This design comes from an exercise in tuning for small area on the open sky130 flow, not from production work.
In this exercise RTL edits were held to simulation tests only and were not proved equivalent to the original.
Power and IR drop assume default switching activity.

==> flow/design.v, too long to show whole: its modules and the start of the top module <==
// module RegFile_32bit: 42 lines
// module ALU: 38 lines
// module Flags_reg: 13 lines
// module IF_Unit: 89 lines
// module IFID_reg: 36 lines
// module ID_Unit: 150 lines
// module CPU_control: 258 lines
// module Hazard_Detect: 100 lines
// module PC_control: 121 lines
// module IDEX_reg: 163 lines
// module EX_Unit: 97 lines
// module EXMEM_reg: 56 lines
// module MEMWB_reg: 33 lines
// module Data_Forward: 53 lines
// module Trap_Handler: 257 lines
// module CPU: 550 lines
// module CPU_PPU_Interface: 65 lines
// module tron_top: 68 lines
module tron_top
(
	input				clk,
	input				rst,
	input				keyboard_intr,
	input [7:0]		keyboard_data,
	input				game_tick_intr,
	input				stack_overflow_intr,
	output			imem_en,
	output [11:0]	imem_addr,
	input [31:0]	imem_rdata,
	output			dmem_en,
	output			dmem_we,
	output [11:0]	dmem_addr,
	output [31:0]	dmem_wdata,
	input [31:0]	dmem_rdata,
	output			BGTTWrite,
	output			BGATWrite,
	output [9:0]	BGWrite_addr,
	output [7:0]	BGWrite_data,
	output [3:0]	OAMWrite,
	output [5:0]	OAMWrite_addr,
	output [31:0]	OAMWrite_data,
	output			interrupt_return
);
  // ...
==> flow/run.sh <==
#!/bin/bash
# synth_recipe.tcl (not shown) runs the flow's synth.tcl, then flattens the netlist and writes it again
# the make line also repeats each setting of config.mk as NAME=value (left out here)
make -C /OpenROAD-flow-scripts/flow DESIGN_CONFIG=/design/flow/config.mk WORK_HOME=/design/flow/orfs CLKGATE_MAP_FILE= SYNTH_SCRIPT=/design/flow/synth_recipe.tcl finish
==> flow/config.mk <==
export PLATFORM = sky130hd
export DESIGN_NAME = tron_top
export DESIGN_NICKNAME = tron_top
export VERILOG_FILES = /design/flow/design.v
export SDC_FILE = /design/flow/constraint.sdc
export NUM_CORES = 4
export LEC_CHECK = 0
export CAP_MARGIN = 20
export CORE_MARGIN = 2
export CORE_UTILIZATION = 40
export SLEW_MARGIN = 20
==> flow/constraint.sdc <==
create_clock -name core_clock -period 22.0 [get_ports {clk}]
set_input_delay 4.4000 -clock core_clock [delete_from_list [all_inputs] [get_ports {clk}]]
set_output_delay 4.4000 -clock core_clock [all_outputs]
set_load 0.01 [all_outputs]
==> results.py, run 1 <==
metrics = {
    "sta": {
        "worst_max_slew_pin_slew_ns": 1.316,
        "worst_slew_margin_rel_pct": 11.53,
        "fin_worst_skew_ns": 0.09273,
        "setup_viol": 0,
    },
    "critical_path": {
        "cpMostUsedCell": "sky130_fd_sc_hd__buf_4",
        "timing.critical_path.buf_inv": 4,
        "crit_path_start_kind": "input pin",
        "timing.rr.start": "CPU.IFID.instruction_out[29]",
        "worstPathMaxFanout": 51,
    },
    "layout": {
        "top_register": "CPU.IDU.RegFile.r.q",
        "multi_input_comb_area_um2": 26410,
        "filler_cell_count": 15258,
        "commonest_non_fill_non_tap_cells_in_the_layout": "sky130_fd_sc_hd__edfxtp_1, sky130_fd_sc_hd__nand2_1, sky130_fd_sc_hd__nor2_1",
        "non_clock_buffer_count": 455,
        "layout.cells.largest_class": "registers",
    },
    "place": {
        "hpwl_dp_mm": 220.9,
        "finalWeightedCongestion": 1.092,
    },
    "run_status": {
        "status": "finished clean",
    },
    "clock_network": {
        "clock_latency_ns": 0.80,
        "cts_hold_buffers": 0,
        "number_of_buffers_created_by_cts": 153,
    },
    "power_and_ir_drop": {
        "pg_seq_mw": 3.67,
        "swShare_pct": 38.23,
        "power.static_leakage_nw": 29.30,
        "power.density_cell_area_nw_per_um2": 119.1,
    },
    "min_path": {
        "min_delay_path_depth": 0,
    },
    "floorplan": {
        "fp-row-count": 150,
        "initial_utilization_pct": 40.33,
    },
    "yosys": {
        "synth_seq_cells": 1464,
        "synth_top_family_by_area": "compound AO/OA/AOI/OAI gates",
        "ys_types": 112,
        "synth_top_area_share_pct": 44.12,
    },
    "detailed_routing": {
        "drt_iter0_drc": 8387,
        "wl_met1_mm": 117.8,
        "detail_route.wl_per_cell_um": 37.47,
    },
}
==> module RegFile_32bit, before the edit <==
module RegFile_32bit
(
	clk, rst, RegWrite, Read_Reg_1, Read_Reg_2,
	Read_Reg_1_en, Read_Reg_2_en,
	Write_Reg, Write_Bus_in,
	Read_Bus_1, Read_Bus_2
);
input clk, rst;
input RegWrite;
input Read_Reg_1_en;
input Read_Reg_2_en;
input [4:0] Read_Reg_1;
input [4:0] Read_Reg_2;
input [4:0] Write_Reg;
input [31:0] Write_Bus_in;
output reg [31:0] Read_Bus_1;
output [31:0] Read_Bus_2;
wire [31:0] Write_Bus = rst ? 32'h00000000 : Write_Bus_in;
wire [31:0] Write_Bus_sp = rst ? 32'h00000FFF : Write_Bus_in;
wire [31:0] regs [0:31];
assign regs[0] = 32'h00000000;
genvar i;
generate
	for (i = 1; i < 32; i = i + 1) begin : r
		reg [31:0] q;
		always @(posedge clk) begin
			if (rst | (RegWrite & (Write_Reg == i)))
				q <= (i == 29) ? Write_Bus_sp : Write_Bus;
		end
		assign regs[i] = q;
	end
endgenerate
reg ph_pos, ph_neg;
always @(posedge clk) ph_pos <= rst ? 1'b0 : ~ph_pos;
always @(negedge clk) ph_neg <= rst ? 1'b1 : ph_pos;
wire first_half = ph_pos ^ ph_neg;
wire [4:0] rd_addr = first_half ? (Read_Reg_1 & {5{Read_Reg_1_en}})
                                : (Read_Reg_2 & {5{Read_Reg_2_en}});
wire [31:0] rd_data = regs[rd_addr];
always @(negedge clk) Read_Bus_1 <= rd_data;
assign Read_Bus_2 = rd_data;
endmodule
==> module ALU, before the edit <==
module ALU(clk, N, Z, V, ALU_in1, ALU_in2, ALU_out, opcode, ALU_done);
   input [31:0] ALU_in1, ALU_in2;
   input [4:0] opcode;
   input clk;
   output N, Z, V, ALU_done;
   output [31:0] ALU_out;
   reg V_hold;
   always @(posedge clk) V_hold <= V;
   wire op_add   = (opcode == 5'h00) | (opcode == 5'h01);
   wire op_sub   = (opcode == 5'h02);
   wire op_nand  = (opcode == 5'h03);
   wire op_and   = (opcode == 5'h04) | (opcode == 5'h05);
   wire op_srl   = (opcode == 5'h06);
   wire op_sll   = (opcode == 5'h07);
   wire op_xor   = (opcode == 5'h08);
   wire op_or    = (opcode == 5'h0A);
   wire op_arith = op_add | op_sub;
   wire op_shift = op_srl | op_sll;
   wire [32:0] sum = {1'b0, ALU_in1} + {1'b0, ALU_in2 ^ {32{op_sub}}} + {32'd0, op_sub};
   wire        carry = sum[32] ^ op_sub;
   function [31:0] rev(input [31:0] x);
      integer k;
      for (k = 0; k < 32; k = k + 1) rev[k] = x[31-k];
   endfunction
   wire [31:0] sh_in  = op_sll ? ALU_in1 : rev(ALU_in1);
   wire [31:0] sh_l   = sh_in << ALU_in2[4:0];
   wire [31:0] sh_out = op_sll ? sh_l : rev(sh_l);
   assign ALU_out = ({32{op_arith}} & sum[31:0])
                  | ({32{op_and}}   & (ALU_in1 & ALU_in2))
                  | ({32{op_nand}}  & ~(ALU_in1 & ALU_in2))
                  | ({32{op_xor}}   & (ALU_in1 ^ ALU_in2))
                  | ({32{op_or}}    & (ALU_in1 | ALU_in2))
                  | ({32{op_shift}} & sh_out);
   assign ALU_done = op_arith | op_and | op_nand | op_xor | op_or | op_shift;
   assign N = ALU_out[31];
   assign Z = ALU_done & (ALU_out == 32'd0);
   assign V = (op_arith & carry) | (op_shift & V_hold);
endmodule
==> module IFID_reg, before the edit <==
module IFID_reg
(
	clk, rst, keep_flags_in,
	data_hazard, PC_hazard, pop_haz,
	instruction_in, PC_in, 
	PC_out, instruction_out,
	pop_haz_out, keep_flags_out
);
input clk, rst, data_hazard, PC_hazard, pop_haz, keep_flags_in;
input [31:0] instruction_in;   		 
input [31:0] PC_in;         			 
output reg [31:0] PC_out;        	 
output reg [31:0] instruction_out;	 
output reg	  		pop_haz_out;
output reg 			keep_flags_out;
always @(posedge clk) begin
	if (rst) begin
		instruction_out	<= 32'hFC000000;
		PC_out 				<= 32'h00000000;
		pop_haz_out			<= 1'b0;
		keep_flags_out		<= 1'b0;
	end
   else if (!data_hazard & !PC_hazard & !pop_haz) begin
		instruction_out 	<= instruction_in;
		PC_out 				<= PC_in;
		pop_haz_out			<= pop_haz;
		keep_flags_out		<= keep_flags_in;
   end
   else begin
		instruction_out	<= instruction_out;
		PC_out 				<= PC_out;
		pop_haz_out			<= pop_haz;
		keep_flags_out		<= keep_flags_in;
   end
end
endmodule
==> module ID_Unit, before the edit <==
module ID_Unit
(
	clk, rst, data_hazard,
	call, ret, branch, push, jreg,				 
	pop, reg_2_sel, sign_ext_sel,
	alu_src, Read_Reg_1_en, Read_Reg_2_en,
	RegWrite_in,										 
	RegWrite_Reg_in,	
	RegWrite_Data_in,
	instruction_in, PC_in,							 
	ID_forward_src_in1, ID_forward_src_in2,	 
	opcode,												 
	DestReg, J_type_imm_out, 						 
	ALU_input1_mux_out, ALU_input2_mux_out,
	PC_out,
	Read_Reg_1_out, Read_Reg_2_out,
	Read_Reg_1_en_haz, Read_Reg_2_en_haz,
	MemWrite_data, intr_return,
	zero_in1
);
input 			clk, rst, data_hazard;
input 			call, ret, branch, push, jreg,
					pop, reg_2_sel, sign_ext_sel,
					Read_Reg_1_en, Read_Reg_2_en;
input [1:0] 	alu_src;				 
input 			RegWrite_in;
input [4:0]		RegWrite_Reg_in;	 
input [31:0] 	RegWrite_Data_in;	 
input [31:0]	instruction_in;	 
input [31:0] 	PC_in;        		 
input 			ID_forward_src_in1;
input 			ID_forward_src_in2;
output 		[5:0] 	opcode;					 
output reg	[4:0]		DestReg;					 
output reg	[4:0]		Read_Reg_1_out;		 
output reg	[4:0]		Read_Reg_2_out;		 
output		[25:0] 	J_type_imm_out;		 
output 		[31:0] 	PC_out;					 
output		[31:0] 	ALU_input1_mux_out;	 
output		[31:0] 	ALU_input2_mux_out;	 
output		[31:0] 	MemWrite_data;			 
output 					Read_Reg_1_en_haz;
output 					Read_Reg_2_en_haz;
output					intr_return;			 
output					zero_in1;
wire	[4:0] 	R_I_A_type_rd;	 
wire	[4:0] 	R_I_type_rs;	 
wire	[4:0] 	R_type_rt;		 
wire	[4:0] 	R_type_shamt;	 
wire	[15:0] 	I_type_imm;		 
wire	[25:0] 	J_type_imm;		 
wire	[20:0] 	A_type_imm;		 
reg 				RegWrite;
reg	[4:0]		RegWrite_Reg;	 
reg	[31:0] 	RegWrite_Data;	 
wire	[31:0] 	Read_Bus_1;		 
wire	[31:0] 	Read_Bus_2;		 
reg 	[31:0] 	sign_ext;		 
wire 				SP_update;		 
reg 	[31:0] 	ALU_input_1;	
reg 	[31:0] 	ALU_input_2;
assign SP_update 				= (call | ret | push | pop);
assign PC_out					= PC_in;
assign J_type_imm_out 		= J_type_imm;
assign Read_Reg_1_en_haz 	= (Read_Reg_1_en & (~data_hazard));
assign Read_Reg_2_en_haz 	= (Read_Reg_2_en & (~data_hazard));
assign intr_return 			=	1'b1 ? (jreg & (Read_Reg_1_out == 5'h1E)):
										1'b0;
assign opcode 			= instruction_in[31:26];																				
assign R_I_A_type_rd = instruction_in[25:21];																				
assign R_I_type_rs 	= instruction_in[20:16];																				
assign R_type_rt 		= instruction_in[15:11];																				
assign R_type_shamt 	= instruction_in[10:6];																					
assign I_type_imm 	= instruction_in[15:0];																					
assign J_type_imm 	= instruction_in[25:0];																					
assign A_type_imm 	= instruction_in[20:0];																					
RegFile_32bit RegFile
( 	
	.clk(clk), .rst(rst),
	.RegWrite(RegWrite),
	.Read_Reg_1(Read_Reg_1_out),
	.Read_Reg_2(Read_Reg_2_out),
	.Read_Reg_1_en(Read_Reg_1_en_haz),
	.Read_Reg_2_en(Read_Reg_2_en_haz),
	.Write_Reg(RegWrite_Reg),
	.Write_Bus_in(RegWrite_Data),
	.Read_Bus_1(Read_Bus_1),
	.Read_Bus_2(Read_Bus_2)
);
always @(*) begin
	ALU_input_1 = branch ? PC_in : Read_Bus_1;	 
	case (alu_src)
		2'b00 :	ALU_input_2 = Read_Bus_2;
		2'b01 :	ALU_input_2 = sign_ext;
		2'b10 :	ALU_input_2 = SP_update ? 32'h00000001 : {27'h0000000, R_type_shamt};
		2'b11 :	ALU_input_2 = 32'h00000000;
	endcase
end
assign zero_in1 = (alu_src == 2'b11) & ~ID_forward_src_in1;
assign ALU_input1_mux_out 	= (ID_forward_src_in1 == 1'b1) ? RegWrite_Data_in: ALU_input_1;
assign ALU_input2_mux_out 	= ((ID_forward_src_in2 == 1'b1)&&(~SP_update)) ? RegWrite_Data_in: ALU_input_2;
assign MemWrite_data	  		= ((ID_forward_src_in2 == 1'b1) ? RegWrite_Data_in: Read_Bus_2) | (call ? PC_in : 32'h00000000);
always @(*) begin
	if (SP_update) begin
		Read_Reg_1_out = 5'b11101;
	end
	else if (jreg) begin
		Read_Reg_1_out = 5'h1E;
	end
	else begin
		Read_Reg_1_out = R_I_type_rs;
	end
end
always @(*) begin
	if (reg_2_sel) begin
		Read_Reg_2_out = R_type_rt;
	end
	else begin
		Read_Reg_2_out = R_I_A_type_rd;
	end
end
always @(*) begin
	if (sign_ext_sel) begin
		sign_ext = {{6{J_type_imm[25]}}, J_type_imm};
	end
	else begin
 		sign_ext = {{16{I_type_imm[15]}}, I_type_imm};
	end
end
always @(*) begin
	if (call | ret | push) begin
		DestReg = 5'h1D;
	end
	else begin
 		DestReg = R_I_A_type_rd;
	end
end
always @(*) begin
	if (rst) begin
		RegWrite  		= 1'b1;       		 
		RegWrite_Reg  	= 5'b11101;  		 
		RegWrite_Data 	= 32'h00000FFF; 	 
	end
	else begin
		RegWrite  		= RegWrite_in;
		RegWrite_Reg  	= RegWrite_Reg_in;
		RegWrite_Data 	= RegWrite_Data_in;
	end
end
endmodule
==> module IDEX_reg, before the edit <==
module IDEX_reg
(
	clk, rst, alu_src_in,		 
	branch_in, call_in, ret_in,		
	MemToReg_in, MemSrc_in,
	load_imm_in, RegWrite_in,
	MemWrite_in, MemRead_in,
	opcode_in, branch_cond_in,
	data_hazard,					 
	PC_hazard,
	pop_haz_in,
	DestReg_in,						 
	ALU_input_1_in,
	ALU_input_2_in,
	zero_in1_in, MemWrite_data_in,
	Read_Reg_1_en_in,
	Read_Reg_2_en_in,
	reg_read_addr1_in,
	reg_read_addr2_in,
	jreg_in,
	clr_ret_hazard,				 
	push_in,
	branch_out, branch_cond_out, call_out,
	ret_out, MemToReg_out, MemSrc_out,
	load_imm_out, RegWrite_out, MemWrite_out,
	MemRead_out, DestReg_out, opcode_out,
	ALU_input_1_out, ALU_input_2_out,
	zero_in1_out, MemWrite_data_out,
	alu_src_out,
	Read_Reg_1_en_out,			 
	Read_Reg_2_en_out,
	reg_read_addr1_out,
	reg_read_addr2_out,
	pop_haz_out,
	jreg_out,
	push_out
);
input				clk, rst,
					branch_in,
					call_in,
					ret_in,
					jreg_in,
					MemToReg_in, MemSrc_in, 
					load_imm_in, RegWrite_in,
					MemWrite_in, MemRead_in,
					push_in;
input				data_hazard, PC_hazard, pop_haz_in;
input [1:0]		branch_cond_in, alu_src_in;
input [4:0]		DestReg_in;
input [4:0] 	opcode_in;
input [31:0] 	ALU_input_1_in;
input [31:0] 	ALU_input_2_in;
input			zero_in1_in;
input [31:0]	MemWrite_data_in;
input [4:0] 	reg_read_addr1_in;
input [4:0]		reg_read_addr2_in;
input				Read_Reg_1_en_in;
input				Read_Reg_2_en_in;
input				clr_ret_hazard;
output reg		branch_out,
					call_out,
					ret_out, 
					jreg_out,
					MemToReg_out, MemSrc_out,
					load_imm_out, RegWrite_out,
					MemWrite_out, MemRead_out,
					push_out;
output reg [1:0]	branch_cond_out, alu_src_out;
output reg [4:0]	DestReg_out;
output reg [4:0] 	opcode_out;  
output reg [31:0] ALU_input_1_out;
output reg [31:0] ALU_input_2_out;
output reg			zero_in1_out;
output reg [31:0]	MemWrite_data_out;
output reg [4:0]	reg_read_addr1_out;
output reg [4:0]	reg_read_addr2_out;
output reg			Read_Reg_1_en_out;
output reg			Read_Reg_2_en_out;
output reg			pop_haz_out;
always @(posedge clk) begin
	if (rst) begin
		MemToReg_out			<= 0;
		MemSrc_out				<= 0;
		load_imm_out			<= 0;
		RegWrite_out			<= 0;
		MemWrite_out			<= 0;
		MemRead_out				<= 0;
		DestReg_out				<= 0;
		branch_out				<= 0;
		branch_cond_out		<= 0;
		alu_src_out				<= 0;
		call_out					<= 0;
		ret_out					<= 0;
		jreg_out					<= 0;
		opcode_out				<= 0;
		ALU_input_1_out		<= 0;
		ALU_input_2_out		<= 0;
		zero_in1_out			<= 0;
		MemWrite_data_out 	<= 0;
		reg_read_addr1_out	<= 0;
		reg_read_addr2_out	<= 0;
		Read_Reg_1_en_out		<= 0;
		Read_Reg_2_en_out		<= 0;
		pop_haz_out				<= 0;
		push_out 				<= 0;
	end
	else if (!data_hazard & !PC_hazard & !pop_haz_in) begin
		MemToReg_out			<= MemToReg_in;
		MemSrc_out				<= MemSrc_in;
		load_imm_out			<= load_imm_in;
		RegWrite_out			<= RegWrite_in;
		MemWrite_out			<= MemWrite_in;
		MemRead_out				<= MemRead_in;
		DestReg_out				<= DestReg_in;
		branch_out				<= branch_in;
		branch_cond_out		<= branch_cond_in;
		alu_src_out				<= alu_src_in;
		call_out					<= call_in;
		ret_out					<= ret_in & ~clr_ret_hazard;
		jreg_out					<= jreg_in;
		opcode_out				<= opcode_in;
		ALU_input_1_out		<= ALU_input_1_in;
		ALU_input_2_out		<= ALU_input_2_in;
		zero_in1_out			<= zero_in1_in;
		MemWrite_data_out 	<= MemWrite_data_in;
		reg_read_addr1_out	<= reg_read_addr1_in;
		reg_read_addr2_out	<= reg_read_addr2_in;
		Read_Reg_1_en_out		<= Read_Reg_1_en_in;
		Read_Reg_2_en_out		<= Read_Reg_2_en_in;
		pop_haz_out				<= pop_haz_in;
		push_out 				<= push_in;
	end
	else begin
		MemToReg_out			<= 1'b0;
		MemSrc_out				<= 1'b0;
		load_imm_out			<= 1'b0;
		RegWrite_out			<= 1'b0;
		MemWrite_out			<= 1'b0;
		MemRead_out				<= 1'b0;
		if (PC_hazard)
			DestReg_out			<= 5'b00000;
		else
			DestReg_out			<= DestReg_in;
		branch_out				<= branch_in;
		branch_cond_out		<= branch_cond_in;
		alu_src_out				<= alu_src_in;
		call_out					<= call_in;
		ret_out					<= ret_in & ~clr_ret_hazard;
		jreg_out					<= jreg_in;
		opcode_out				<= opcode_in;
		ALU_input_1_out		<= ALU_input_1_in;
		ALU_input_2_out		<= ALU_input_2_in;
		zero_in1_out			<= zero_in1_in;
		MemWrite_data_out 	<= MemWrite_data_in;
		reg_read_addr1_out	<= reg_read_addr1_in;
		reg_read_addr2_out	<= reg_read_addr2_in;
		Read_Reg_1_en_out		<= Read_Reg_1_en_in;
		Read_Reg_2_en_out		<= Read_Reg_2_en_in;
		pop_haz_out				<= pop_haz_in;
		push_out 				<= push_in;
	end
end
endmodule
==> module EXMEM_reg, before the edit <==
module EXMEM_reg
(
	clk, rst, RegWrite_in, MemToReg_in, ret_in, clr_ret_hazard,
	DestReg_in, ALU_addr_in, MemWrite_data_in,
	MemAddr_in, MemAddr_high_in, MemEn_in, MemWe_in,
	RegWrite_out, MemToReg_out, ret_out,
	DestReg_out, ALU_addr_out, MemWrite_data_out,
	MemAddr_out, MemEn_out, MemWe_out
);
input			clk;
input			rst;
input			RegWrite_in;
input			MemToReg_in;
input			ret_in;
input 		clr_ret_hazard;
input [4:0] 		DestReg_in;
input [31:0] 		ALU_addr_in;
input [31:0] 		MemWrite_data_in;
input [11:0]		MemAddr_in;
input				MemAddr_high_in;
input				MemEn_in;
input				MemWe_in;
output reg		RegWrite_out;
output reg		MemToReg_out;
output reg		ret_out;
output reg [4:0] 		DestReg_out;
output reg [31:0] 	ALU_addr_out;
output reg [31:0] 	MemWrite_data_out;
output reg [11:0]		MemAddr_out;
output reg				MemEn_out;
output reg				MemWe_out;
always @(posedge clk) begin
	if (rst) begin
		RegWrite_out		<= 1'b0;
		MemToReg_out		<= 1'b0;
		ret_out				<= 1'b0;
		DestReg_out			<= 0;
		ALU_addr_out		<= 0;
		MemWrite_data_out	<= 0;
		MemAddr_out			<= 0;
		MemEn_out			<= 1'b0;
		MemWe_out			<= 1'b0;
	end
	else begin
		RegWrite_out		<= RegWrite_in;
		MemToReg_out		<= MemToReg_in;
		ret_out				<= ret_in & ~clr_ret_hazard;
		DestReg_out			<= DestReg_in;
		ALU_addr_out		<= ALU_addr_in;
		MemWrite_data_out	<= MemWrite_data_in;
		MemAddr_out			<= MemAddr_in;
		MemEn_out			<= MemEn_in & MemAddr_high_in;
		MemWe_out			<= MemWe_in;
	end
end
endmodule
==> module MEMWB_reg, before the edit <==
module MEMWB_reg
(
	clk, rst, RegWrite_in, MemToReg_in,
	DestReg_in, ALU_result_in, MemRead_data_in,
	RegWrite_out, MemToReg_out, DestReg_out,
	RegWrite_data_out
);
input 			clk;
input				rst;
input 			RegWrite_in;
input 			MemToReg_in;
input [4:0]		DestReg_in;
input [31:0] 	ALU_result_in;
input [31:0] 	MemRead_data_in;
output reg 				RegWrite_out;
output reg 				MemToReg_out;
output reg [4:0]		DestReg_out;
output reg [31:0] 	RegWrite_data_out;
always @(posedge clk) begin
	if (rst) begin
		RegWrite_out		<= 1'b0;
		MemToReg_out		<= 1'b0;
		DestReg_out			<= 0;
		RegWrite_data_out	<= 0;
	end
	else begin
		RegWrite_out		<= RegWrite_in;
		MemToReg_out		<= MemToReg_in;
		DestReg_out			<= DestReg_in;
		RegWrite_data_out	<= MemToReg_in ? MemRead_data_in : ALU_result_in;
	end
end
endmodule
==> module CPU, before the edit <==
module CPU
(
	clk, rst,
	keyboard_intr, keyboard_data,
	game_tick_intr, stack_overflow_intr,
	imem_rdata, dmem_rdata,
	imem_en, imem_addr,
	dmem_en, dmem_we, dmem_addr, dmem_wdata,
	S_type_index, S_type_value,
	PPU_en, opcode,
	interrupt_return
);
input 		clk;
input 		rst;				 
input 		keyboard_intr;
input 		game_tick_intr;
input 		stack_overflow_intr;
input [7:0]	keyboard_data;			 
input [31:0]	imem_rdata;
input [31:0]	dmem_rdata;
output			imem_en;
output [11:0]	imem_addr;
output			dmem_en;
output			dmem_we;
output [11:0]	dmem_addr;
output [31:0]	dmem_wdata;
output 			PPU_en;
output [5:0]	opcode;
output [9:0]  	S_type_index;
output [31:0] 	S_type_value;
output			interrupt_return;
wire [1:0]	EX_forward_src_in1;
wire [1:0]	EX_forward_src_in2;
wire [31:0]	IFU_PC_IM;
wire [31:0] IFU_PC_curr;
wire [31:0]	IFU_PC_plus_1;
wire [31:0]	IFU_instruction_out;
wire			IFU_instr_en;
wire			IFU_keep_flags;
wire [31:0] IFID_PC_out;
wire [31:0] IFID_instruction_out;
wire			IFID_pop_haz;
wire			IFID_keep_flags;
wire			CPU_cntrl_call;
wire			CPU_cntrl_ret;
wire			CPU_cntrl_branch;
wire			CPU_cntrl_jreg;
wire [1:0]	CPU_cntrl_branch_cond;
wire			CPU_cntrl_push;
wire			CPU_cntrl_pop;
wire			CPU_cntrl_reg_2_sel;
wire			CPU_cntrl_mem_to_reg;
wire			CPU_cntrl_mem_src;
wire			CPU_cntrl_load_imm;
wire			CPU_cntrl_sign_ext_sel;
wire [1:0] 	CPU_cntrl_alu_src;
wire			CPU_cntrl_RegWrite;
wire			CPU_cntrl_MemWrite;
wire			CPU_cntrl_OAMWrite;
wire			CPU_cntrl_MemRead;
wire			CPU_cntrl_Read_Reg_1_en;
wire			CPU_cntrl_Read_Reg_2_en;
wire [4:0] 	CPU_cntrl_opcode_out;
wire 			data_hazard;
wire 			PC_hazard;
wire			pop_haz;
wire			clr_branch_hazard;
wire			clr_call_hazard;
wire			clr_ret_hazard;
wire 			clr_jreg_hazard;
wire [31:0] PC_cntrl_PC_update;
wire        PC_cntrl_PC_src;
reg 			PC_branch_ff;
wire [2:0]	Flags_in;
wire [2:0]	Flags_reg_flags;
wire [2:0]	Flags_reg_flags_hold;
wire [5:0]	IDU_opcode;
wire [4:0]	IDU_DestReg;
wire [4:0]	IDU_Read_Reg_1_out;
wire [4:0]	IDU_Read_Reg_2_out;
wire [25:0] IDU_J_type_imm;
wire [31:0]	IDU_PC_out;
wire [31:0] IDU_ALU_input_1;
wire [31:0] IDU_ALU_input_2;
wire [31:0]	IDU_MemWrite_data;
wire			IDU_Read_Reg_1_en;
wire			IDU_Read_Reg_2_en;
wire [9:0] 	IDU_S_type_index;
wire [31:0] IDU_S_type_value;
wire			IDEX_branch_out;
wire [1:0]	IDEX_branch_cond_out;
wire			IDEX_call_out;
wire			IDEX_ret_out;
wire			IDEX_jreg;
wire			IDEX_pop_haz;
wire			IDEX_MemToReg_out;
wire			IDEX_MemSrc_out;
wire			IDEX_load_imm_out;
wire			IDEX_RegWrite_out;
wire			IDEX_MemWrite_out;
wire			IDEX_MemRead_out;
wire			IDEX_Read_Reg_1_en;
wire			IDEX_Read_Reg_2_en;
wire [4:0]	IDEX_DestReg_out;
wire [4:0] 	IDEX_opcode_out;
wire [4:0]	IDEX_reg_read_addr1;
wire [4:0]	IDEX_reg_read_addr2;
wire [31:0] IDEX_ALU_input_1_out;
wire [31:0] IDEX_ALU_input_2_out;
wire [31:0]	IDEX_PC_out;
wire [31:0]	IDEX_MemWrite_data_out;
wire			IDEX_push;
wire [1:0]	IDEX_alu_src_out;
wire			EXU_RegWrite_out;
wire			EXU_MemWrite_out;
wire			EXU_MemRead_out;
wire			EXU_MemToReg_out;
wire			EXU_MemSrc_out;
wire			EXU_branch_out;
wire			EXU_ret_out;
wire			EXU_call_out;
wire [4:0] 	EXU_DestReg_out;
wire [31:0]	EXU_ALU_addr;
wire [31:0]	EXU_ALU_mux_in1;
wire [31:0]	EXU_NON_ALU_addr;
wire [31:0]	EXU_MemWrite_data_out;
wire 			N_flag, Z_flag, V_flag;
wire			EXU_ALU_done;
wire			EXMEM_RegWrite_out;
wire			EXMEM_MemWrite_out;
wire			EXMEM_MemRead_out;
wire			EXMEM_MemToReg_out;
wire			EXMEM_ret_out;
wire			EXMEM_call_out;
wire			EXMEM_MemSrc_out;
wire [4:0] 	EXMEM_DestReg_out;
wire [31:0] EXMEM_ALU_addr_out;
wire [31:0]	EXMEM_NON_ALU_addr_out;
wire [31:0] EXMEM_MemWrite_data_out;
wire 			MEM_RegWrite_out;
wire 			MEM_MemToReg_out;
wire			MEM_ret_out;
wire [4:0]	MEM_DestReg_out;
wire [31:0] MEM_ALU_result_out;
wire [31:0] MEM_MemRead_data_out;
wire [31:0]	MEM_MemAddr;
wire			MEM_MemRead;
wire			MEM_MemWrite;
wire [31:0]	MEM_MemWrite_data;
wire [31:0] MemRead_data_frm_MemCtrl;
wire [31:0] instr_frm_MemCtrl;
wire 			MEMWB_RegWrite_out;
wire 			MEMWB_MemToReg_out;
wire [4:0]	MEMWB_DestReg_out;
wire [31:0] MEMWB_ALU_result_out;
wire [31:0]	MEMWB_RegWrite_data_out;
wire			IDU_zero_in1;
wire			IDEX_zero_in1;
wire [11:0]	EXU_MemAddr;
wire			EXU_MemAddr_high;
wire			EXU_MemEn;
wire			EXU_MemWe;
wire [11:0]	EXMEM_MemAddr;
wire			EXMEM_MemEn;
wire			EXMEM_MemWe;
wire			WBU_RegWrite_out;
wire [4:0]	WBU_DestReg_out;
wire [31:0] WBU_RegWrite_data;
wire 			ID_forward_src_in1;
wire 			ID_forward_src_in2;
wire [7:0] 	TH_keyboard_data_trap;
wire			TH_ld_idr;
wire			TH_ld_epc;
wire [31:0]	TH_EPC;	
wire			TH_keyboard_hazard;
wire			TH_branch_to_keyboard_ISR;
wire			TH_stack_overflow_hazard;
wire			TH_game_tick_hazard;
wire			TH_branch_to_stackoverflow_ISR;
wire			TH_branch_to_gametick_ISR;
assign S_type_index	= EXU_MemWrite_data_out[9:0];
assign S_type_value	= EXU_ALU_mux_in1;
assign PPU_en			= CPU_cntrl_OAMWrite;
assign opcode			= IDU_opcode;
IF_Unit IFU 
(	
		.clk(clk),
		.rst(rst),	 	
		.data_hazard(data_hazard),
		.PC_hazard(PC_hazard),
		.pop_haz(pop_haz),
		.PC_control(PC_cntrl_PC_update),
		.PC_src(PC_cntrl_PC_src),
		.instruction_in(instr_frm_MemCtrl),
		.keyboard_hazard(TH_keyboard_hazard),
		.game_tick_hazard(TH_game_tick_hazard),
		.stack_overflow_hazard(TH_stack_overflow_hazard),
		.ld_idr(TH_ld_idr),
		.ld_epc(TH_ld_epc),
		.EPC(TH_EPC),
		.idr_data(TH_keyboard_data_trap),
		.branch_to_keyboard_ISR(TH_branch_to_keyboard_ISR),
		.branch_to_gametick_ISR(TH_branch_to_gametick_ISR),
		.branch_to_stackoverflow_ISR(TH_branch_to_stackoverflow_ISR),
		.jreg_noRead(CPU_cntrl_jreg),
		.PC_curr(IFU_PC_curr),
		.PC_IM(IFU_PC_IM),
		.PC_plus_1(IFU_PC_plus_1),
		.instruction_out(IFU_instruction_out),
		.instr_en(IFU_instr_en),
		.keep_flags(IFU_keep_flags)
);
IFID_reg IFID
(
		.clk(clk),
		.rst(rst),		
		.data_hazard(data_hazard),
		.PC_hazard(PC_hazard),
		.instruction_in(IFU_instruction_out),
		.PC_in(IFU_PC_plus_1),
		.pop_haz(pop_haz),
		.keep_flags_in(IFU_keep_flags),
		.instruction_out(IFID_instruction_out),
		.PC_out(IFID_PC_out),
		.pop_haz_out(IFID_pop_haz),
		.keep_flags_out(IFID_keep_flags)
);
ID_Unit IDU
(
		.clk(clk), .rst(rst),
		.data_hazard(data_hazard),
		.call(CPU_cntrl_call),
		.ret(CPU_cntrl_ret),
		.branch(CPU_cntrl_branch),
		.jreg(CPU_cntrl_jreg),
		.push(CPU_cntrl_push),
		.pop(CPU_cntrl_pop), 
		.reg_2_sel(CPU_cntrl_reg_2_sel),
		.sign_ext_sel(CPU_cntrl_sign_ext_sel),
		.alu_src(CPU_cntrl_alu_src),
		.RegWrite_in(WBU_RegWrite_out), 
		.RegWrite_Reg_in(WBU_DestReg_out),
		.RegWrite_Data_in(WBU_RegWrite_data),
		.Read_Reg_1_en(CPU_cntrl_Read_Reg_1_en),
		.Read_Reg_2_en(CPU_cntrl_Read_Reg_2_en),
		.ID_forward_src_in1(ID_forward_src_in1),
		.ID_forward_src_in2(ID_forward_src_in2),
		.instruction_in(IFID_instruction_out),
		.PC_in(IFID_PC_out),
		.opcode(IDU_opcode),
		.J_type_imm_out(IDU_J_type_imm),
		.ALU_input1_mux_out(IDU_ALU_input_1),
		.ALU_input2_mux_out(IDU_ALU_input_2),
		.Read_Reg_1_out(IDU_Read_Reg_1_out),
		.Read_Reg_2_out(IDU_Read_Reg_2_out),
		.DestReg(IDU_DestReg),
		.PC_out(IDU_PC_out),
		.MemWrite_data(IDU_MemWrite_data),
		.Read_Reg_1_en_haz(IDU_Read_Reg_1_en),
		.Read_Reg_2_en_haz(IDU_Read_Reg_2_en),
		.intr_return(interrupt_return),
		.zero_in1(IDU_zero_in1)
);
CPU_control CPU_cntrl
(
		.rst(rst),
		.opcode_in(IDU_opcode),
		.call(CPU_cntrl_call),
		.ret(CPU_cntrl_ret),
		.branch(CPU_cntrl_branch),
		.jreg(CPU_cntrl_jreg),
		.branch_cond(CPU_cntrl_branch_cond),
		.push(CPU_cntrl_push),
		.pop(CPU_cntrl_pop),
		.reg_2_sel(CPU_cntrl_reg_2_sel),
		.mem_to_reg(CPU_cntrl_mem_to_reg),
		.mem_src(CPU_cntrl_mem_src),
		.sign_ext_sel(CPU_cntrl_sign_ext_sel),
		.load_imm(CPU_cntrl_load_imm),
		.alu_src(CPU_cntrl_alu_src),
		.opcode_out(CPU_cntrl_opcode_out),
		.RegWrite(CPU_cntrl_RegWrite),
		.MemWrite(CPU_cntrl_MemWrite),
		.MemRead(CPU_cntrl_MemRead), 
		.OAMWrite(CPU_cntrl_OAMWrite),
		.Read_Reg_1_en(CPU_cntrl_Read_Reg_1_en),
		.Read_Reg_2_en(CPU_cntrl_Read_Reg_2_en)
);
always @(posedge clk) begin
	PC_branch_ff <= clr_branch_hazard;
end
Hazard_Detect Hazard_Detect
(
		.clk(clk),
		.rst(rst),
		.Read_Reg_1(IDU_Read_Reg_1_out),
		.Read_Reg_2(IDU_Read_Reg_2_out),
		.Read_Reg_1_en(CPU_cntrl_Read_Reg_1_en),
		.Read_Reg_2_en(CPU_cntrl_Read_Reg_2_en),
		.IDEX_reg_rd(IDEX_DestReg_out),
		.IDEX_RegWrite(IDEX_RegWrite_out),
		.EXMEM_RegWrite(EXMEM_RegWrite_out),
		.MEMWB_RegWrite(MEMWB_RegWrite_out),
		.call(CPU_cntrl_call),
		.ret(CPU_cntrl_ret),
		.branch(CPU_cntrl_branch),
		.PC_update(clr_branch_hazard|clr_call_hazard|clr_ret_hazard|clr_jreg_hazard),
		.PC_branch_ff(PC_branch_ff),
		.ID_MemToReg(IDEX_MemToReg_out),
		.pop(CPU_cntrl_pop),
		.PC_src(PC_cntrl_PC_src),
		.jreg(CPU_cntrl_jreg),
		.keyboard_hazard(TH_keyboard_hazard),		
		.data_hazard(data_hazard),
		.PC_hazard(PC_hazard),
		.pop_haz(pop_haz)
);
PC_control PC_cntrl
(
		.clk(clk),
		.rst(rst),
		.PC_in(IFID_PC_out[31:26]),
		.PC_stack_pointer(dmem_rdata),
		.ALU_result(EXU_ALU_addr),
		.flags(Flags_reg_flags),
		.J_type_imm(IDU_J_type_imm),
		.branch(EXU_branch_out),
		.branch_cond(IDEX_branch_cond_out),
		.data_hazard(data_hazard),
		.call(CPU_cntrl_call),
		.ret(EXMEM_ret_out), 
		.jreg(IDEX_jreg),
		.reg_1_data(EXU_ALU_mux_in1),
		.PC_update(PC_cntrl_PC_update),
		.PC_src(PC_cntrl_PC_src),
		.clr_branch_hazard_ff(clr_branch_hazard),
		.clr_call_hazard_ff(clr_call_hazard),
		.clr_ret_hazard_ff(clr_ret_hazard),
		.clr_jreg_hazard_ff(clr_jreg_hazard)
);
assign Flags_in = (interrupt_return) ? Flags_reg_flags_hold : {Z_flag,V_flag,N_flag};
Flags_reg flags
(
		.clk(clk),
		.rst(rst),
		.en((EXU_ALU_done & !IDEX_MemWrite_out & !IDEX_MemRead_out & !IDEX_branch_out & !IFID_keep_flags) | interrupt_return),
		.d(Flags_in),
		.q(Flags_reg_flags)
);
Flags_reg flags_hold
(
		.clk(clk),
		.rst(rst),
		.en(IFID_keep_flags),
		.d(Flags_reg_flags),
		.q(Flags_reg_flags_hold)
);
IDEX_reg IDEX
(
		.clk(clk),
		.rst(rst),
		.branch_in(CPU_cntrl_branch),
		.branch_cond_in(CPU_cntrl_branch_cond),
		.alu_src_in(CPU_cntrl_alu_src),
		.call_in(CPU_cntrl_call),
		.ret_in(CPU_cntrl_ret),
		.jreg_in(CPU_cntrl_jreg),
		.clr_ret_hazard(clr_ret_hazard),
		.MemToReg_in(CPU_cntrl_mem_to_reg),
		.MemSrc_in(CPU_cntrl_mem_src), 
		.load_imm_in(CPU_cntrl_load_imm),
		.RegWrite_in(CPU_cntrl_RegWrite),
		.MemWrite_in(CPU_cntrl_MemWrite),
		.MemRead_in(CPU_cntrl_MemRead),
		.opcode_in(CPU_cntrl_opcode_out),
		.data_hazard(data_hazard),
		.PC_hazard(PC_hazard),
		.ALU_input_1_in(IDU_ALU_input_1),
		.ALU_input_2_in(IDU_ALU_input_2),
		.DestReg_in(IDU_DestReg),
		.zero_in1_in(IDU_zero_in1),
		.MemWrite_data_in(IDU_MemWrite_data),
		.reg_read_addr1_in(IDU_Read_Reg_1_out),	
		.reg_read_addr2_in(IDU_Read_Reg_2_out),
		.Read_Reg_1_en_in(IDU_Read_Reg_1_en),
		.Read_Reg_2_en_in(IDU_Read_Reg_2_en),
		.pop_haz_in(IFID_pop_haz),
		.push_in(CPU_cntrl_push),
		.branch_out(IDEX_branch_out),
		.branch_cond_out(IDEX_branch_cond_out),
		.alu_src_out(IDEX_alu_src_out),
		.call_out(IDEX_call_out),
		.ret_out(IDEX_ret_out),
		.jreg_out(IDEX_jreg),
		.MemToReg_out(IDEX_MemToReg_out),
		.MemSrc_out(IDEX_MemSrc_out), 
		.load_imm_out(IDEX_load_imm_out),
		.RegWrite_out(IDEX_RegWrite_out),
		.MemWrite_out(IDEX_MemWrite_out),
		.MemRead_out(IDEX_MemRead_out),
		.opcode_out(IDEX_opcode_out),
		.ALU_input_1_out(IDEX_ALU_input_1_out),
		.ALU_input_2_out(IDEX_ALU_input_2_out),
		.DestReg_out(IDEX_DestReg_out),
		.zero_in1_out(IDEX_zero_in1),
		.MemWrite_data_out(IDEX_MemWrite_data_out),
		.reg_read_addr1_out(IDEX_reg_read_addr1),	
		.reg_read_addr2_out(IDEX_reg_read_addr2),
		.Read_Reg_1_en_out(IDEX_Read_Reg_1_en),
		.Read_Reg_2_en_out(IDEX_Read_Reg_2_en),
		.pop_haz_out(IDEX_pop_haz),
		.push_out(IDEX_push)
);
EX_Unit EXU
(
		.clk(clk),
		.opcode(IDEX_opcode_out), 
		.RegWrite_in(IDEX_RegWrite_out),
		.MemWrite_in(IDEX_MemWrite_out),
		.MemRead_in(IDEX_MemRead_out),
		.MemToReg_in(IDEX_MemToReg_out),
		.MemSrc_in(IDEX_MemSrc_out),
		.DestReg_in(IDEX_DestReg_out),
		.ALU_input_1(IDEX_ALU_input_1_out),
		.ALU_input_2(IDEX_ALU_input_2_out), 
		.MemWrite_data_in(IDEX_MemWrite_data_out),
		.branch_in(IDEX_branch_out),
		.call_in(IDEX_call_out),
		.ret_in(IDEX_ret_out),
		.load_imm(IDEX_load_imm_out),
		.zero_in1(IDEX_zero_in1),
		.EX_forward_src_in1(EX_forward_src_in1),
		.EX_forward_src_in2(EX_forward_src_in2),
		.MEM_ALUfrwd_data(EXMEM_ALU_addr_out),
		.WB_ALUfrwd_data(MEMWB_RegWrite_data_out),
		.MEM_Memfrwd_data(dmem_rdata),
		.pop_haz_in(IDEX_pop_haz),
		.EXMEM_ALU_addr(EXMEM_ALU_addr_out),
		.push(IDEX_push),
		.alu_src(IDEX_alu_src_out),
		.clr_ret_hazard(clr_ret_hazard),
		.RegWrite_out(EXU_RegWrite_out),
		.MemToReg_out(EXU_MemToReg_out),
		.ret_out(EXU_ret_out),
		.DestReg_out(EXU_DestReg_out),
		.ALU_addr(EXU_ALU_addr),
		.reg_1_data(EXU_ALU_mux_in1),
		.MemWrite_data_out(EXU_MemWrite_data_out),
		.branch_out(EXU_branch_out),
		.MemAddr_out(EXU_MemAddr),
		.MemAddr_high(EXU_MemAddr_high),
		.MemEn_out(EXU_MemEn),
		.MemWe_out(EXU_MemWe),
		.N_out(N_flag), .Z_out(Z_flag), .V_out(V_flag),
		.ALU_done(EXU_ALU_done)
);
EXMEM_reg EXMEM
(
		.clk(clk),
		.rst(rst),
		.RegWrite_in(EXU_RegWrite_out),
		.MemToReg_in(EXU_MemToReg_out),
		.ret_in(EXU_ret_out),
		.clr_ret_hazard(clr_ret_hazard),
		.DestReg_in(EXU_DestReg_out),
		.ALU_addr_in(EXU_ALU_addr),
		.MemWrite_data_in(EXU_MemWrite_data_out),
		.MemAddr_in(EXU_MemAddr),
		.MemAddr_high_in(EXU_MemAddr_high),
		.MemEn_in(EXU_MemEn),
		.MemWe_in(EXU_MemWe),
		.RegWrite_out(EXMEM_RegWrite_out),
		.MemToReg_out(EXMEM_MemToReg_out),
		.ret_out(EXMEM_ret_out),
		.DestReg_out(EXMEM_DestReg_out),
		.ALU_addr_out(EXMEM_ALU_addr_out),
		.MemWrite_data_out(EXMEM_MemWrite_data_out),
		.MemAddr_out(EXMEM_MemAddr),
		.MemEn_out(EXMEM_MemEn),
		.MemWe_out(EXMEM_MemWe)
);
assign imem_en		= (IFU_PC_IM < 32'h00000400) ? IFU_instr_en : 1'b0;
assign imem_addr	= IFU_PC_IM[11:0];
assign dmem_en		= EXMEM_MemEn;
assign dmem_we		= EXMEM_MemWe;
assign dmem_addr	= EXMEM_MemAddr;
assign dmem_wdata	= EXMEM_MemWrite_data_out;
assign instr_frm_MemCtrl			= imem_rdata;
MEMWB_reg MEMWB
(
		.clk(clk),
		.rst(rst),
		.RegWrite_in(EXMEM_RegWrite_out),
		.MemToReg_in(EXMEM_MemToReg_out),
		.DestReg_in(EXMEM_DestReg_out),
		.ALU_result_in(EXMEM_ALU_addr_out),
		.MemRead_data_in(dmem_rdata),
		.RegWrite_out(MEMWB_RegWrite_out),
		.MemToReg_out(MEMWB_MemToReg_out),
		.DestReg_out(MEMWB_DestReg_out),
		.RegWrite_data_out(MEMWB_RegWrite_data_out)
);
assign WBU_RegWrite_out	= MEMWB_RegWrite_out;
assign WBU_DestReg_out	= MEMWB_DestReg_out;
assign WBU_RegWrite_data	= MEMWB_RegWrite_data_out;
Data_Forward DataForward
(
		.reg_addr_MEM(EXMEM_DestReg_out),
		.reg_write_MEM(EXMEM_RegWrite_out),
		.reg_addr_WB(MEMWB_DestReg_out),
		.reg_write_WB(MEMWB_RegWrite_out),
		.reg_addr_ALUin1(IDEX_reg_read_addr1),
		.reg_addr_ALUin2(IDEX_reg_read_addr2),
		.MemtoReg_MEM(EXMEM_MemToReg_out),
		.MemtoReg_WB(MEMWB_MemToReg_out),
		.reg_read1_EX(IDEX_Read_Reg_1_en),
		.reg_read2_EX(IDEX_Read_Reg_2_en),
		.reg_read1_ID(IDU_Read_Reg_1_en),
		.reg_read2_ID(IDU_Read_Reg_2_en),
		.regfile_addr1(IDU_Read_Reg_1_out),
		.regfile_addr2(IDU_Read_Reg_2_out),
		.EX_forward_src_in1(EX_forward_src_in1),
		.EX_forward_src_in2(EX_forward_src_in2),	
		.ID_forward_src_in1(ID_forward_src_in1),
		.ID_forward_src_in2(ID_forward_src_in2)
);
Trap_Handler TrapHandler
(
	  	   .clk(clk),
		   .rst(rst),
		   .data_hazard(data_hazard),
		   .control_hazard(PC_hazard),
		   .pop_hazard(pop_haz),
		   .keyboard_intr(keyboard_intr),
		   .game_tick_intr(game_tick_intr),						 
		   .stack_overflow_intr(stack_overflow_intr),		 
		   .keyboard_data_in(keyboard_data),
		   .IF_PC(IFU_PC_curr),
		   .keyboard_hazard(TH_keyboard_hazard),
		   .game_tick_hazard(TH_game_tick_hazard),
		   .stack_overflow_hazard(TH_stack_overflow_hazard),
		   .keyboard_data_out(TH_keyboard_data_trap),
		   .ld_idr(TH_ld_idr),
		   .ld_epc(TH_ld_epc),
		   .branch_to_keyboard_ISR(TH_branch_to_keyboard_ISR),
		   .branch_to_stackoverflow_ISR(TH_branch_to_stackoverflow_ISR),
		   .branch_to_gametick_ISR(TH_branch_to_gametick_ISR),
		   .EPC(TH_EPC)
);
endmodule
==> run 2: changes to the inputs <==
--- a/flow/design.v
+++ b/flow/design.v
@@ -3,7 +3,7 @@
 (
 	clk, rst, RegWrite, Read_Reg_1, Read_Reg_2,
 	Read_Reg_1_en, Read_Reg_2_en,
-	Write_Reg, Write_Bus_in,
+	Write_Reg, Write_Bus_in, Reg0_data,
 	Read_Bus_1, Read_Bus_2
 );
 input clk, rst;
@@ -14,12 +14,14 @@
 input [4:0] Read_Reg_2;
 input [4:0] Write_Reg;
 input [31:0] Write_Bus_in;
+input [31:0] Reg0_data;		 
 output reg [31:0] Read_Bus_1;
 output [31:0] Read_Bus_2;
 wire [31:0] Write_Bus = rst ? 32'h00000000 : Write_Bus_in;
 wire [31:0] Write_Bus_sp = rst ? 32'h00000FFF : Write_Bus_in;
 wire [31:0] regs [0:31];
-assign regs[0] = 32'h00000000;
+wire rd_en;
+assign regs[0] = Reg0_data & {32{rd_en}};
 genvar i;
 generate
 	for (i = 1; i < 32; i = i + 1) begin : r
@@ -35,8 +37,8 @@
 always @(posedge clk) ph_pos <= rst ? 1'b0 : ~ph_pos;
 always @(negedge clk) ph_neg <= rst ? 1'b1 : ph_pos;
 wire first_half = ph_pos ^ ph_neg;
-wire [4:0] rd_addr = first_half ? (Read_Reg_1 & {5{Read_Reg_1_en}})
-                                : (Read_Reg_2 & {5{Read_Reg_2_en}});
+assign rd_en = first_half ? Read_Reg_1_en : Read_Reg_2_en;
+wire [4:0] rd_addr = (first_half ? Read_Reg_1 : Read_Reg_2) & {5{rd_en}};
 wire [31:0] rd_data = regs[rd_addr];
 always @(negedge clk) Read_Bus_1 <= rd_data;
 assign Read_Bus_2 = rd_data;
@@ -60,8 +62,18 @@
    wire op_or    = (opcode == 5'h0A);
    wire op_arith = op_add | op_sub;
    wire op_shift = op_srl | op_sll;
-   wire [32:0] sum = {1'b0, ALU_in1} + {1'b0, ALU_in2 ^ {32{op_sub}}} + {32'd0, op_sub};
-   wire        carry = sum[32] ^ op_sub;
+   wire [31:0] b = ALU_in2 ^ {32{op_sub}};
+   wire [32:0] c;
+   wire [31:0] sum;
+   assign c[0] = op_sub;
+   genvar i;
+   generate
+      for (i = 0; i < 32; i = i + 1) begin : add
+         assign sum[i]   = ALU_in1[i] ^ b[i] ^ c[i];
+         assign c[i+1]   = (ALU_in1[i] & b[i]) | (c[i] & (ALU_in1[i] ^ b[i]));
+      end
+   endgenerate
+   wire        carry = c[32] ^ op_sub;
    function [31:0] rev(input [31:0] x);
       integer k;
       for (k = 0; k < 32; k = k + 1) rev[k] = x[31-k];
@@ -200,25 +212,23 @@
 output reg [31:0] instruction_out;	 
 output reg	  		pop_haz_out;
 output reg 			keep_flags_out;
+wire load = !data_hazard & !PC_hazard & !pop_haz;
 always @(posedge clk) begin
 	if (rst) begin
 		instruction_out	<= 32'hFC000000;
-		PC_out 				<= 32'h00000000;
 		pop_haz_out			<= 1'b0;
 		keep_flags_out		<= 1'b0;
 	end
-   else if (!data_hazard & !PC_hazard & !pop_haz) begin
-		instruction_out 	<= instruction_in;
-		PC_out 				<= PC_in;
-		pop_haz_out			<= pop_haz;
-		keep_flags_out		<= keep_flags_in;
-   end
-   else begin
-		instruction_out	<= instruction_out;
-		PC_out 				<= PC_out;
+	else begin
+		if (load)
+			instruction_out 	<= instruction_in;
 		pop_haz_out			<= pop_haz;
 		keep_flags_out		<= keep_flags_in;
-   end
+	end
+end
+always @(posedge clk) begin
+	if (load)
+		PC_out 				<= PC_in;
 end
 endmodule
 `timescale 1ns / 1ps
@@ -231,6 +241,7 @@
 	RegWrite_in,										 
 	RegWrite_Reg_in,	
 	RegWrite_Data_in,
+	MEM_RegWrite, MEM_DestReg, MEM_Result,			 
 	instruction_in, PC_in,							 
 	ID_forward_src_in1, ID_forward_src_in2,	 
 	opcode,												 
@@ -250,6 +261,9 @@
 input 			RegWrite_in;
 input [4:0]		RegWrite_Reg_in;	 
 input [31:0] 	RegWrite_Data_in;	 
+input 			MEM_RegWrite;
+input [4:0]		MEM_DestReg;
+input [31:0] 	MEM_Result;
 input [31:0]	instruction_in;	 
 input [31:0] 	PC_in;        		 
 input 			ID_forward_src_in1;
@@ -274,9 +288,6 @@
 wire	[15:0] 	I_type_imm;		 
 wire	[25:0] 	J_type_imm;		 
 wire	[20:0] 	A_type_imm;		 
-reg 				RegWrite;
-reg	[4:0]		RegWrite_Reg;	 
-reg	[31:0] 	RegWrite_Data;	 
 wire	[31:0] 	Read_Bus_1;		 
 wire	[31:0] 	Read_Bus_2;		 
 reg 	[31:0] 	sign_ext;		 
@@ -301,13 +312,14 @@
 RegFile_32bit RegFile
 ( 	
 	.clk(clk), .rst(rst),
-	.RegWrite(RegWrite),
+	.RegWrite(MEM_RegWrite),
 	.Read_Reg_1(Read_Reg_1_out),
 	.Read_Reg_2(Read_Reg_2_out),
 	.Read_Reg_1_en(Read_Reg_1_en_haz),
 	.Read_Reg_2_en(Read_Reg_2_en_haz),
-	.Write_Reg(RegWrite_Reg),
-	.Write_Bus_in(RegWrite_Data),
+	.Write_Reg(MEM_DestReg),
+	.Write_Bus_in(MEM_Result),
+	.Reg0_data(Reg0_data),
 	.Read_Bus_1(Read_Bus_1),
 	.Read_Bus_2(Read_Bus_2)
 );
@@ -321,9 +333,10 @@
 	endcase
 end
 assign zero_in1 = (alu_src == 2'b11) & ~ID_forward_src_in1;
-assign ALU_input1_mux_out 	= (ID_forward_src_in1 == 1'b1) ? RegWrite_Data_in: ALU_input_1;
-assign ALU_input2_mux_out 	= ((ID_forward_src_in2 == 1'b1)&&(~SP_update)) ? RegWrite_Data_in: ALU_input_2;
-assign MemWrite_data	  		= ((ID_forward_src_in2 == 1'b1) ? RegWrite_Data_in: Read_Bus_2) | (call ? PC_in : 32'h00000000);
+wire [31:0] Reg0_data = (RegWrite_in & (RegWrite_Reg_in == 5'd0)) ? RegWrite_Data_in : 32'h00000000;
+assign ALU_input1_mux_out 	= ALU_input_1;
+assign ALU_input2_mux_out 	= ((ID_forward_src_in2 == 1'b1) && (~SP_update) && alu_src[0]) ? RegWrite_Data_in: ALU_input_2;
+assign MemWrite_data	  		= Read_Bus_2 | (call ? PC_in : 32'h00000000);
 always @(*) begin
 	if (SP_update) begin
 		Read_Reg_1_out = 5'b11101;
@@ -359,18 +372,6 @@
  		DestReg = R_I_A_type_rd;
 	end
 end
-always @(*) begin
-	if (rst) begin
-		RegWrite  		= 1'b1;       		 
-		RegWrite_Reg  	= 5'b11101;  		 
-		RegWrite_Data 	= 32'h00000FFF; 	 
-	end
-	else begin
-		RegWrite  		= RegWrite_in;
-		RegWrite_Reg  	= RegWrite_Reg_in;
-		RegWrite_Data 	= RegWrite_Data_in;
-	end
-end
 endmodule
 `timescale 1ns / 1ps
 module CPU_control
@@ -934,6 +935,7 @@
 output reg			Read_Reg_1_en_out;
 output reg			Read_Reg_2_en_out;
 output reg			pop_haz_out;
+wire stall = data_hazard | PC_hazard | pop_haz_in;
 always @(posedge clk) begin
 	if (rst) begin
 		MemToReg_out			<= 0;
@@ -942,7 +944,6 @@
 		RegWrite_out			<= 0;
 		MemWrite_out			<= 0;
 		MemRead_out				<= 0;
-		DestReg_out				<= 0;
 		branch_out				<= 0;
 		branch_cond_out		<= 0;
 		alu_src_out				<= 0;
@@ -950,54 +951,19 @@
 		ret_out					<= 0;
 		jreg_out					<= 0;
 		opcode_out				<= 0;
-		ALU_input_1_out		<= 0;
-		ALU_input_2_out		<= 0;
 		zero_in1_out			<= 0;
-		MemWrite_data_out 	<= 0;
-		reg_read_addr1_out	<= 0;
-		reg_read_addr2_out	<= 0;
 		Read_Reg_1_en_out		<= 0;
 		Read_Reg_2_en_out		<= 0;
 		pop_haz_out				<= 0;
 		push_out 				<= 0;
 	end
-	else if (!data_hazard & !PC_hazard & !pop_haz_in) begin
-		MemToReg_out			<= MemToReg_in;
-		MemSrc_out				<= MemSrc_in;
-		load_imm_out			<= load_imm_in;
-		RegWrite_out			<= RegWrite_in;
-		MemWrite_out			<= MemWrite_in;
-		MemRead_out				<= MemRead_in;
-		DestReg_out				<= DestReg_in;
-		branch_out				<= branch_in;
-		branch_cond_out		<= branch_cond_in;
-		alu_src_out				<= alu_src_in;
-		call_out					<= call_in;
-		ret_out					<= ret_in & ~clr_ret_hazard;
-		jreg_out					<= jreg_in;
-		opcode_out				<= opcode_in;
-		ALU_input_1_out		<= ALU_input_1_in;
-		ALU_input_2_out		<= ALU_input_2_in;
-		zero_in1_out			<= zero_in1_in;
-		MemWrite_data_out 	<= MemWrite_data_in;
-		reg_read_addr1_out	<= reg_read_addr1_in;
-		reg_read_addr2_out	<= reg_read_addr2_in;
-		Read_Reg_1_en_out		<= Read_Reg_1_en_in;
-		Read_Reg_2_en_out		<= Read_Reg_2_en_in;
-		pop_haz_out				<= pop_haz_in;
-		push_out 				<= push_in;
-	end
 	else begin
-		MemToReg_out			<= 1'b0;
-		MemSrc_out				<= 1'b0;
-		load_imm_out			<= 1'b0;
-		RegWrite_out			<= 1'b0;
-		MemWrite_out			<= 1'b0;
-		MemRead_out				<= 1'b0;
-		if (PC_hazard)
-			DestReg_out			<= 5'b00000;
-		else
-			DestReg_out			<= DestReg_in;
+		MemToReg_out			<= MemToReg_in & ~stall;
+		MemSrc_out				<= MemSrc_in & ~stall;
+		load_imm_out			<= load_imm_in & ~stall;
+		RegWrite_out			<= RegWrite_in & ~stall;
+		MemWrite_out			<= MemWrite_in & ~stall;
+		MemRead_out				<= MemRead_in & ~stall;
 		branch_out				<= branch_in;
 		branch_cond_out		<= branch_cond_in;
 		alu_src_out				<= alu_src_in;
@@ -1005,18 +971,21 @@
 		ret_out					<= ret_in & ~clr_ret_hazard;
 		jreg_out					<= jreg_in;
 		opcode_out				<= opcode_in;
-		ALU_input_1_out		<= ALU_input_1_in;
-		ALU_input_2_out		<= ALU_input_2_in;
 		zero_in1_out			<= zero_in1_in;
-		MemWrite_data_out 	<= MemWrite_data_in;
-		reg_read_addr1_out	<= reg_read_addr1_in;
-		reg_read_addr2_out	<= reg_read_addr2_in;
 		Read_Reg_1_en_out		<= Read_Reg_1_en_in;
 		Read_Reg_2_en_out		<= Read_Reg_2_en_in;
 		pop_haz_out				<= pop_haz_in;
 		push_out 				<= push_in;
 	end
 end
+always @(posedge clk) begin
+	DestReg_out				<= PC_hazard ? 5'b00000 : DestReg_in;
+	ALU_input_1_out		<= ALU_input_1_in;
+	ALU_input_2_out		<= ALU_input_2_in;
+	MemWrite_data_out 	<= MemWrite_data_in;
+	reg_read_addr1_out	<= reg_read_addr1_in;
+	reg_read_addr2_out	<= reg_read_addr2_in;
+end
 endmodule
 `timescale 1ns / 1ps
 module EX_Unit
@@ -1153,25 +1122,22 @@
 		RegWrite_out		<= 1'b0;
 		MemToReg_out		<= 1'b0;
 		ret_out				<= 1'b0;
-		DestReg_out			<= 0;
-		ALU_addr_out		<= 0;
-		MemWrite_data_out	<= 0;
-		MemAddr_out			<= 0;
 		MemEn_out			<= 1'b0;
-		MemWe_out			<= 1'b0;
 	end
 	else begin
 		RegWrite_out		<= RegWrite_in;
 		MemToReg_out		<= MemToReg_in;
 		ret_out				<= ret_in & ~clr_ret_hazard;
-		DestReg_out			<= DestReg_in;
-		ALU_addr_out		<= ALU_addr_in;
-		MemWrite_data_out	<= MemWrite_data_in;
-		MemAddr_out			<= MemAddr_in;
 		MemEn_out			<= MemEn_in & MemAddr_high_in;
-		MemWe_out			<= MemWe_in;
 	end
 end
+always @(posedge clk) begin
+	DestReg_out			<= DestReg_in;
+	ALU_addr_out		<= ALU_addr_in;
+	MemWrite_data_out	<= MemWrite_data_in;
+	MemAddr_out			<= MemAddr_in;
+	MemWe_out			<= MemWe_in;
+end
 endmodule
 `timescale 1ns / 1ps
 module MEMWB_reg
@@ -1196,16 +1162,16 @@
 	if (rst) begin
 		RegWrite_out		<= 1'b0;
 		MemToReg_out		<= 1'b0;
-		DestReg_out			<= 0;
-		RegWrite_data_out	<= 0;
 	end
 	else begin
 		RegWrite_out		<= RegWrite_in;
 		MemToReg_out		<= MemToReg_in;
-		DestReg_out			<= DestReg_in;
-		RegWrite_data_out	<= MemToReg_in ? MemRead_data_in : ALU_result_in;
 	end
 end
+always @(posedge clk) begin
+	DestReg_out			<= DestReg_in;
+	RegWrite_data_out	<= MemToReg_in ? MemRead_data_in : ALU_result_in;
+end
 endmodule
 `timescale 1ns / 1ps
 module Data_Forward
@@ -1763,6 +1729,9 @@
 		.RegWrite_in(WBU_RegWrite_out), 
 		.RegWrite_Reg_in(WBU_DestReg_out),
 		.RegWrite_Data_in(WBU_RegWrite_data),
+		.MEM_RegWrite(EXMEM_RegWrite_out),
+		.MEM_DestReg(EXMEM_DestReg_out),
+		.MEM_Result(EXMEM_MemToReg_out ? dmem_rdata : EXMEM_ALU_addr_out),
 		.Read_Reg_1_en(CPU_cntrl_Read_Reg_1_en),
 		.Read_Reg_2_en(CPU_cntrl_Read_Reg_2_en),
 		.ID_forward_src_in1(ID_forward_src_in1),
==> flow/flow/run.sh (new file) <==
#!/bin/bash
# The standard layout (standard.sh), with two settings changed:
#  - each port gets the smallest buffer cell (buf_1) instead of clkdlybuf4s50_1;
#  - the clock tree uses clkbuf_8 buffers, clusters of up to 14 sinks within
#    70 um, and no dummy loads.
# The full output of the layout goes to standard.log in the work folder; the
# ORFS logs of each step are under orfs/logs/.
set -euo pipefail
cd "$(dirname "$0")/.."
export BUFFER_PORTS_ARGS="-buffer_cell sky130_fd_sc_hd__buf_1"
export CTS_ARGS="-sink_clustering_enable -repair_clock_nets -dont_use_dummy_load -buf_list sky130_fd_sc_hd__clkbuf_8 -sink_clustering_size 14 -sink_clustering_max_diameter 70"
bash standard.sh finish > standard.log 2>&1
==> flow/standard.sh (new file) <==
#!/bin/bash
# synth_recipe.tcl (not shown) runs the flow's synth.tcl, then flattens the netlist and writes it again
# the make line also repeats each setting of config.mk as NAME=value (left out here)
make -C /OpenROAD-flow-scripts/flow DESIGN_CONFIG=/design/flow/config.mk WORK_HOME=/design/flow/orfs CLKGATE_MAP_FILE= SYNTH_SCRIPT=/design/flow/synth_recipe.tcl "${@:-finish}"
--- a/flow/config.mk
+++ b/flow/config.mk
@@ -7,5 +7,5 @@
 export LEC_CHECK = 0
 export CAP_MARGIN = 20
 export CORE_MARGIN = 2
-export CORE_UTILIZATION = 40
+export CORE_UTILIZATION = 60
 export SLEW_MARGIN = 20
removed: flow/run.sh
==> run 2 against run 1 <==
Clock-buffer cell count shrank 86. Design area decreased by 10%. Largest cell class unchanged. Critical path type unchanged. Power down 12%. Critical path depth increased by 1. Largest power group unchanged. Clock power fell by 49%. Wire length fell by 17%. Flip-flop and latch count stayed put.
==> results.py, run 2 <==
metrics = {
    "critical_path": {
        "setup.worst_path.end_class": "flop",
        "timing.critical_path.cells": "clkbuf_4 > or3_1 > nor2_2 > nor2_1 > a22oi_1 > a2111oi_2 > a31oi_1 > o41ai_2 > nand2_2 > buf_4 > inv_2 > buf_4 > nor4_4 > buf_4 > a22o_1 > a2111oi_0 > nand4_1 > a21o_1",
        "cpMostUsedCell": "sky130_fd_sc_hd__buf_4",
        "crit_path_start_kind": "input pin",
        "timing.critical_path.buf_inv": 5,
        "worstPathMaxFanout": 16,
        "timing.rr.start": "CPU.EXMEM.DestReg_out[3]",
        "critical_path.reg2reg.endpoint": "CPU.IFU.PC_curr[31]",
    },
    "sta": {
        "worst_max_slew_pin_slew_ns": 1.319,
        "setup_viol": 0,
        "worst_slew_margin_rel_pct": 11.15,
        "slew_violations": 0,
        "fin_worst_skew_ns": 0.1564,
    },
    "power_and_ir_drop": {
        "power.static_leakage_nw": 26.32,
        "power.density_cell_area_nw_per_um2": 117.0,
    },
    "layout": {
        "commonest_non_fill_non_tap_cells_in_the_layout": "sky130_fd_sc_hd__edfxtp_1, sky130_fd_sc_hd__nand2_1, sky130_fd_sc_hd__dfxtp_1",
        "top_register": "CPU.IDU.RegFile.r.q",
        "filler_cell_count": 8273,
        "final_common_cell": "sky130_fd_sc_hd__edfxtp_1",
        "design.final.nets": 5834,
    },
    "detailed_routing": {
        "detail_route.wl_per_cell_um": 37.72,
        "detail_route.wirelength_mm": 267.3,
        "drt_iter0_drc": 9421,
    },
    "clock_network": {
        "cts_hold_buffers": 0,
        "number_of_buffers_created_by_cts": 118,
        "clock_tree.buffer_depth": 3,
        "clock_latency_ns": 0.90,
        "cts_sinks": 1464,
        "cts_resized": 0,
    },
    "run_status": {
        "status": "finished clean",
    },
    "yosys": {
        "synth-main-ff-cell": "sky130_fd_sc_hd__edfxtp_1",
        "synth_seq_cells": 1464,
        "synth-async-reset-ratio_pct": 5.191,
        "synth_top_area_share_pct": 46.81,
        "synthesis.instances": 5494,
        "ys_types": 111,
        "synth_top_family_by_area": "compound AO/OA/AOI/OAI gates",
        "syn_area_per_cell_um2": 11.96,
    },
    "floorplan": {
        "fp-row-count": 121,
        "die_w_um": 334.9,
        "initial_utilization_pct": 60.43,
        "boundaryPins": 199,
    },
    "run": {
        "max-cap-violations": 0,
    },
    "global_route": {
        "met2_usage_pct": 70.63,
        "grt_pass1_vias": 47710,
    },
    "min_path": {
        "holdCritPathClass": "reg2reg",
        "min_delay_path_depth": 0,
    },
    "place": {
        "hpwl_dp_mm": 183.2,
        "finalWeightedCongestion": 1.045,
    },
}
## run 2: cell count changes in the layout (fill, tap and decap cells not counted), moves of 94 or more
cell | previous run | this run
sky130_fd_sc_hd__mux2_2 | 67 | 206
sky130_fd_sc_hd__nor2_1 | 534 | 328
sky130_fd_sc_hd__a21oi_1 | 408 | 314
sky130_fd_sc_hd__buf_1 | 0 | 197
sky130_fd_sc_hd__clkbuf_8 | 8 | 118
sky130_fd_sc_hd__clkbuf_16 | 160 | 0
sky130_fd_sc_hd__clkdlybuf4s50_1 | 197 | 0
## run 2: cell families (layout without fill, tap and decap cells)
| kind of cell | Yosys count | in the layout |
|---|---|---|
| compound gates | 1487 | 1487 |
| buf+inv | 534 | 697 |
| fa+ha+maj | 98 | 98 |
| flops | 1464 | 1464 |
| xor+xnor | 94 | 94 |
| simple gates | 1453 | 1453 |
| other cells | 0 | 14 |
| mux | 364 | 364 |
## run 2: final cells by class
class	count	area (µm²)	area share [%]
inverters	143	546.8	0.7765
well taps	1414	1769	2.512
clock inverters	34	127.6	0.1812
multi-input cells	3496	24040	34.14
repair buffers	402	2332	3.312
clock buffers	118	1624	2.306
flip-flops and latches	1464	39940	56.72
diodes	14	35.03	0.04975
## run 2: report_power, final
| group | leakage, nW | switching (mW) | internal (mW) |
|---|---|---|---|
| logic | 10.7 | 2.18 | 0.891 |
| registers | 14.6 | 0.376 | 3.42 |
| clock network | 1.03 | 0.889 | 0.483 |
| total | 26.3 | 3.45 | 4.80 |
## run 2: routing by layer
| layer | part of all wire [%] | vias up |
|---|---|---|
| met5 | 0.034 | - |
| met4 | 8.6 | 12 |
| met3 | 13 | 1063 |
| met2 | 44 | 4548 |
| met1 | 34 | 25240 |
| li1 | - | 21137 |
## run 2: through the flow
| stage | hold WS [ns] | total power, mW |
|---|---|---|
| detailed placement | 0.4059 | 6.738 |
| global route | 0.4637 | 8.403 |
| finish | 0.4282 | 8.241 |
| floorplan | 0.3258 | 5.373 |
| CTS | 0.4296 | 8.027 |
| global placement | 0.4066 | 6.715 |
## run 2: worst max-delay path by stage
stage / start / endpoint / slack [ns] / cells past startpoint
after detailed placement: rst / CPU.IDU.RegFile.Read_Bus_1[13] / 0.97 / 18
final: rst / CPU.IDU.RegFile.Read_Bus_1[14] / 1.35 / 18
after global placement: rst / CPU.IDU.RegFile.Read_Bus_1[13] / 1.04 / 18
after CTS: rst / CPU.IDU.RegFile.Read_Bus_1[13] / 1.74 / 18
after floorplan: rst / CPU.IFU.PC_plus_1[10] / 3.02 / 4
after global routing: rst / CPU.IDU.RegFile.Read_Bus_1[13] / 1.43 / 18
